What follows belongs to an exercise in optimizing a design on an open flow for small area and a short achievable clock period; a production flow would make more cautious choices.
Where RTL was checked, it was by simulation tests only, not by an equivalence proof against the original.

==> pepper <==
==> flow/design.v (excerpt) <==
module fir_bandstop ( clk, in, out );
input  wire clk;
input  wire [15:0]in;
output wire [57:0]out;
wire [33:0] y;
fir fir_bs_inst(
	.clk(clk),
	.in(in),
	.y(y)
	);
assign out = {{24{y[33]}}, y};
endmodule
clock: 12.0 ns
lec_check: 0
cap_margin: 50
core_margin: 2
core_utilization: 50
slew_margin: 75
synth_hierarchical: 1
synth_minimum_keep_size: 0
run.sh (not shown) runs the stock make flow with config.mk's settings and CLKGATE_MAP_FILE= SYNTH_SCRIPT=/design/flow/synth_recipe.tcl, a recipe that flattens the netlist after the stock synthesis.
==> raven: changes against pepper <==
Settings changed: CAP_MARGIN 50 to 20, SLEW_MARGIN 75 to 20.
==> flow_metrics.py <==
metrics = {
    "sta": {
        "fin_crit_ns": 5.21,
    },
    "critical_path": {
        "r2r_slack_ns": 6.79,
    },
    "cells_and_area": {
        "clock_buffers": 142,
    },
    "clock_tree": {
        "numCtsBuffers": 108,
    },
    "drt": {
        "first_pass_iters": 5,
        "vias": 30700,
    },
    "run_status": {
        "status": "complete, no violations",
    },
    "placed_design": {
        "dp_slack_ns": 6.80,
    },
}
# the run above: raven

==> flow_metrics.py <==
metrics = {
    "run_status": {
        "status": "complete, no violations",
    },
    "logic_synthesis": {
        "ys_async_sr_fraction_pct": 0,
        "synth.largest_area_cell": "fa_1",
    },
    "critical_path": {
        "r2r_slack_ns": 6.94,
    },
    "sta": {
        "setup_viol_count_final": 0,
        "fin_crit_ns": 5.06,
    },
    "drt": {
        "vias": 31100,
        "first_pass_iters": 7,
        "top_layer": "met4",
        "drt-met1-wl_um": 71000,
        "wl_met3_um": 11500,
    },
    "cells_and_area": {
        "clock_buffers": 151,
    },
}
# the run above: pepper

No run of this note included a check of the RTL's function; only the layout flow was run.


==> 02-02: inputs <==
fir_bandstop, a different RTL version from the one above (not shown whole).
==> flow/config.mk <==
export PLATFORM = sky130hd
export DESIGN_NAME = fir_bandstop
export DESIGN_NICKNAME = fir_bandstop
export VERILOG_FILES = /design/flow/design.v
export SDC_FILE = /design/flow/constraint.sdc
export NUM_CORES = 4
export LEC_CHECK = 0
export CAP_MARGIN = 20
export CORE_MARGIN = 2
export CORE_UTILIZATION = 50
export CTS_CLUSTER_DIAMETER = 60
export CTS_CLUSTER_SIZE = 30
export SLEW_MARGIN = 20
export SYNTH_HIERARCHICAL = 1
export SYNTH_MINIMUM_KEEP_SIZE = 0
==> flow/constraint.sdc <==
create_clock -name core_clock -period 12.0 [get_ports {clk}]
set_input_delay 2.4000 -clock core_clock [delete_from_list [all_inputs] [get_ports {clk}]]
set_output_delay 2.4000 -clock core_clock [all_outputs]
set_load 0.01 [all_outputs]
standard.sh (not shown) runs the stock make flow with config.mk's settings and CLKGATE_MAP_FILE= SYNTH_SCRIPT=/design/flow/synth_recipe.tcl, a recipe that flattens the netlist after the stock synthesis.
==> flow/flow/run.sh <==
#!/bin/bash
set -euo pipefail
export BUFFER_PORTS_ARGS="-buffer_cell sky130_fd_sc_hd__buf_2"
export SETUP_SLACK_MARGIN=8.45
bash standard.sh > standard.log 2>&1
==> 10-10 (differences from 02-02) <==
==> flow/flow/run.sh (replaced) <==
#!/bin/bash
set -euo pipefail
export BUFFER_PORTS_ARGS="-buffer_cell sky130_fd_sc_hd__buf_2"
export SETUP_SLACK_MARGIN=8.6
export CTS_ARGS="-sink_clustering_enable -repair_clock_nets -sink_clustering_size 20 -sink_clustering_max_diameter 50 -root_buf sky130_fd_sc_hd__clkbuf_16 -sink_clustering_buffer sky130_fd_sc_hd__clkbuf_8 -dont_use_dummy_load"
bash standard.sh > standard.log 2>&1   # ORFS's own logs stay under orfs/logs/
==> qor summary <==
metric	10-10	02-02
Result of the run	no timing/DRC/antenna violations	no timing/DRC/antenna violations
Post-detail-place hpwl	133000 microns	132000 microns
Global-route wire length before repair	235000 microns	231000 microns
Met3 demand-to-capacity share in global routing	5.48%	5.50%
Flip-flop and latch share of the layout cell area	32.9%	32.3%
CP Capture Point	out[36]	out[5]
Worst path setup slack after routing	8.46 ns	8.49 ns
Transition time at the pin with the least slew margin	1.07 ns	1.02 ns
Startpoint of the most critical register-to-register path	fir_bs_inst.q3_1099	fir_bs_inst.ur1674[5]
Worst R2R Setup Slack	8.56 ns	8.49 ns
Clock buffer count in the final layout	106	93
Post-CTS clock slew at the launch and capture registers of the worst setup and hold paths	0.10 ns	0.08 ns
Highest attainable clock frequency	283 MHz	285 MHz
Antenna violations before repair	5	14
Part of the cycle the worst path needs	29.5%	29.2%
Placed cell areas	58600 sq um	58600 sq um
Start point of the worst min-delay path	fir_bs_inst.r4[4]	fir_bs_inst.r4[2]
Final core area utilization	55.8%	56.2%
Starting DRC count in detailed routing	1857	1938
Plain + repair buffers	155	105
Cts bufs inserted	106	84
Number of standard cells in the layout, taps in and fillers out	5573	5571
Hold path endpoint	fir_bs_inst.r5[4]	fir_bs_inst.r5[2]
No run of this note included a check of the RTL's function; only the layout flow was run.


==> inputs of run a <==
fir_bandstop, a different RTL version from the one above (not shown whole).
export LEC_CHECK = 0
export CAP_MARGIN = 20
export CORE_MARGIN = 2
export CORE_UTILIZATION = 50
export CTS_CLUSTER_DIAMETER = 60
export CTS_CLUSTER_SIZE = 30
export SLEW_MARGIN = 20
export SYNTH_HIERARCHICAL = 1
export SYNTH_MINIMUM_KEEP_SIZE = 0
create_clock -name core_clock -period 12.0 [get_ports {clk}]
==> flow/flow/run.sh <==
#!/bin/bash
set -euo pipefail
export BUFFER_PORTS_ARGS="-buffer_cell sky130_fd_sc_hd__buf_2"
export SETUP_SLACK_MARGIN=8.45
export CTS_ARGS="-sink_clustering_enable -repair_clock_nets -sink_clustering_size 20 -sink_clustering_max_diameter 50 -root_buf sky130_fd_sc_hd__clkbuf_16 -sink_clustering_buffer sky130_fd_sc_hd__clkbuf_8 -dont_use_dummy_load"
bash standard.sh > standard.log 2>&1   # ORFS's own logs stay under orfs/logs/
==> run b (differences from run a) <==
==> flow/flow/run.sh (replaced) <==
#!/bin/bash
set -euo pipefail
export BUFFER_PORTS_ARGS="-buffer_cell sky130_fd_sc_hd__buf_2"
export SETUP_SLACK_MARGIN=8.45
bash standard.sh > standard.log 2>&1
- CTS_CLUSTER_DIAMETER: 60 -> 45
- CTS_CLUSTER_SIZE: 30 -> 40
==> run c (differences from run a) <==
==> flow/run.sh (new file) <==
#!/bin/bash
# synth_recipe.tcl (not shown) runs the flow's synth.tcl, then flattens the netlist and writes it again
# the make line also repeats each setting of config.mk as NAME=value (left out here)
make -C /OpenROAD-flow-scripts/flow DESIGN_CONFIG=/design/flow/config.mk WORK_HOME=/design/flow/orfs CLKGATE_MAP_FILE= SYNTH_SCRIPT=/design/flow/synth_recipe.tcl finish
removed: flow/flow/run.sh
removed: flow/standard.sh
==> comparison table <==
Result of the run: run b finished clean; run c finished clean; run a finished clean
Fraction of final layout cells sized beyond drive strength 1: run b 13.4%; run c 5.35%; run a 11.0%
Pin count of the biggest net entering global routing: run b 21; run c 27; run a 21
Detailed-routed wire length on met2: run b 82.4 mm; run c 81.9 mm; run a 81.9 mm
Startpoint of the worst setup timing path: run b sign[20].r.q; run c fir_bs_inst.y[30]; run a fir_bs_inst.r24[12]
Post-route clock skew: run b 0.0374 ns; run c 0.0441 ns; run a 0.0776 ns
Worst Path Buf+Inv: run b 1; run c 1; run a 0
Clock transition at the registers of the reported paths: run b 0.07 ns; run c 0.08 ns; run a 0.09 ns
Count of buffers not belonging to the clock network in the layout: run b 117; run c 111; run a 117
Relative area of non-clock buffer cells in the final design: run b 1.26%; run c 1.64%; run a 1.22%
Number of cells on the critical path: run b 1; run c 1; run a 6
Total area of multi-input combinational cells: run b 36,400 um^2; run c 36,300 um^2; run a 36,400 um^2
Number of cell instances on the worst register-to-register path: run b 5; run c 6; run a 6
# diodes: run b 7; run c 2; run a 9
Post-cts resize count: run b 158; run c 0; run a 146
Peak per-stage delay on the critical path: run b 0.31 ns; run c 0.58 ns; run a 0.54 ns
Worst setup slack before clock tree synthesis: run b 8.15 ns; run c 8.15 ns; run a 8.15 ns
Wire length the detailed router placed on met1: run b 73.7 mm; run c 74.0 mm; run a 73.1 mm
Final-layout clock-cell area share: run b 6.38%; run c 5.17%; run a 2.44%
Fin Hold WS: run b 0.313 ns; run c 0.328 ns; run a 0.257 ns
Total detailed-routing wirelength: run b 186 mm; run c 186 mm; run a 185 mm
Biggest fanout along the worst timing path: run b 1; run c 1; run a 4


==> exp/sierra: inputs <==
fir_bandstop again, from the RTL that the note above started with.
==> flow/config.mk <==
export PLATFORM = sky130hd
export DESIGN_NAME = fir_bandstop
export DESIGN_NICKNAME = fir_bandstop
export VERILOG_FILES = /design/flow/design.v
export SDC_FILE = /design/flow/constraint.sdc
export NUM_CORES = 4
export LEC_CHECK = 0
export CAP_MARGIN = 20
export CORE_MARGIN = 2
export CORE_UTILIZATION = 50
export CTS_CLUSTER_DIAMETER = 60
export CTS_CLUSTER_SIZE = 30
export SLEW_MARGIN = 20
export SYNTH_HIERARCHICAL = 1
export SYNTH_MINIMUM_KEEP_SIZE = 0
==> flow/constraint.sdc <==
create_clock -name core_clock -period 12.0 [get_ports {clk}]
set_input_delay 2.4000 -clock core_clock [delete_from_list [all_inputs] [get_ports {clk}]]
set_output_delay 2.4000 -clock core_clock [all_outputs]
set_load 0.01 [all_outputs]
==> flow/flow/run.sh <==
#!/bin/bash
# The standard layout (the standard.sh: ORFS synthesis to final layout), with one change:
# the buffers that ORFS puts on every input and output port are sky130_fd_sc_hd__buf_2
# instead of the delay cell that buffer_ports picks by default.
set -euo pipefail
export BUFFER_PORTS_ARGS="-buffer_cell sky130_fd_sc_hd__buf_2"
bash standard.sh > standard.log 2>&1
==> exp/fjord (differences from exp/sierra) <==
==> flow/flow/run.sh (replaced) <==
#!/bin/bash
set -euo pipefail
export BUFFER_PORTS_ARGS="-buffer_cell sky130_fd_sc_hd__buf_2"
export SETUP_SLACK_MARGIN=8.6
export CTS_ARGS="-sink_clustering_enable -repair_clock_nets -sink_clustering_size 20 -sink_clustering_max_diameter 50 -root_buf sky130_fd_sc_hd__clkbuf_16 -sink_clustering_buffer sky130_fd_sc_hd__clkbuf_8 -dont_use_dummy_load"
bash standard.sh > standard.log 2>&1   # ORFS's own logs stay under orfs/logs/
- CORE_UTILIZATION: 50 -> 62
==> exp/cedar (differences from exp/sierra) <==
==> flow/flow/run.sh (replaced) <==
#!/bin/bash
set -euo pipefail
export BUFFER_PORTS_ARGS="-buffer_cell sky130_fd_sc_hd__buf_2"
export SETUP_SLACK_MARGIN=8.6
export CTS_ARGS="-sink_clustering_enable -repair_clock_nets -sink_clustering_size 20 -sink_clustering_max_diameter 50 -root_buf sky130_fd_sc_hd__clkbuf_16 -sink_clustering_buffer sky130_fd_sc_hd__clkbuf_8 -dont_use_dummy_load"
bash standard.sh > standard.log 2>&1   # ORFS's own logs stay under orfs/logs/
==> flow_metrics.tcl <==
set metrics [dict create \
    fin_cells 5100 \
    grt_pass1_wl_mm 270 \
    multi_input_area_share 0.598 \
    outcome "complete, no violations" \
    period_minus_slack_ns 3.56 \
    fin_util 0.681 \
    die_h_um 305 \
]
-- figures above: exp/fjord

==> flow_metrics.tcl <==
set metrics [dict create \
    outcome "complete, no violations" \
    rr_endpoint "fir_bs_inst.q1_2962$_DFF_P_" \
    fin_cells 5441 \
    fin_util 0.558 \
    yosysTopAreaCell "fa_1" \
    ys_types 67 \
    period_minus_slack_ns 3.90 \
    nFillCells 8985 \
    die_h_um 339 \
    multi_input_area_share 0.587 \
]
-- figures above: exp/sierra

==> flow_metrics.tcl <==
set metrics [dict create \
    grt_pass1_wl_mm 263 \
    multi_input_area_share 0.596 \
    fin_cells 5415 \
    die_h_um 339 \
    period_minus_slack_ns 3.52 \
    worstReg2RegStart "fir_bs_inst.ur1[5]$_DFF_P_" \
    outcome "complete, no violations" \
]
-- figures above: exp/cedar

## re-timing with driven ports
The results above use ideal ports. As a check the final layouts listed here were re-extracted and re-timed, cells and wires unchanged.
Step 1 sets driving cells, clkbuf_16 on the clock port and buf_2 on the other inputs (assumed; they add their load-dependent delay and slew).
Step 2 times the ports against the registers' clock, not the clock port: input delays grow and output delays shrink by t, the midpoint of the rising clock arrivals with the driver on.
a / b / c = ideal / step 1 / step 2; a / b = the first two.
run	t (ns)	setup WS [ns]	worst setup path at the end
pepper	0.766	6.937 / 6.937 / 6.937	register to register
raven	0.777	6.794 / 6.794 / 6.794	register to register
02-02	0.741	8.490 / 8.418 / 8.492	register to register
10-10	0.718	8.463 / 8.385 / 8.564	register to register
run a	0.718	8.471 / 8.398 / 8.471	register to register
run b	0.782	8.439 / 8.361 / 8.446	register to register
run c	0.772	8.007 / 7.928 / 8.102	register to register
exp/sierra	0.774	8.099 / 8.099 / 8.099	register to register
exp/fjord	0.716	8.436 / 8.360 / 8.565	register to register
exp/cedar	0.722	8.478 / 8.396 / 8.599	register to register
After both steps every run listed still meets setup and hold.
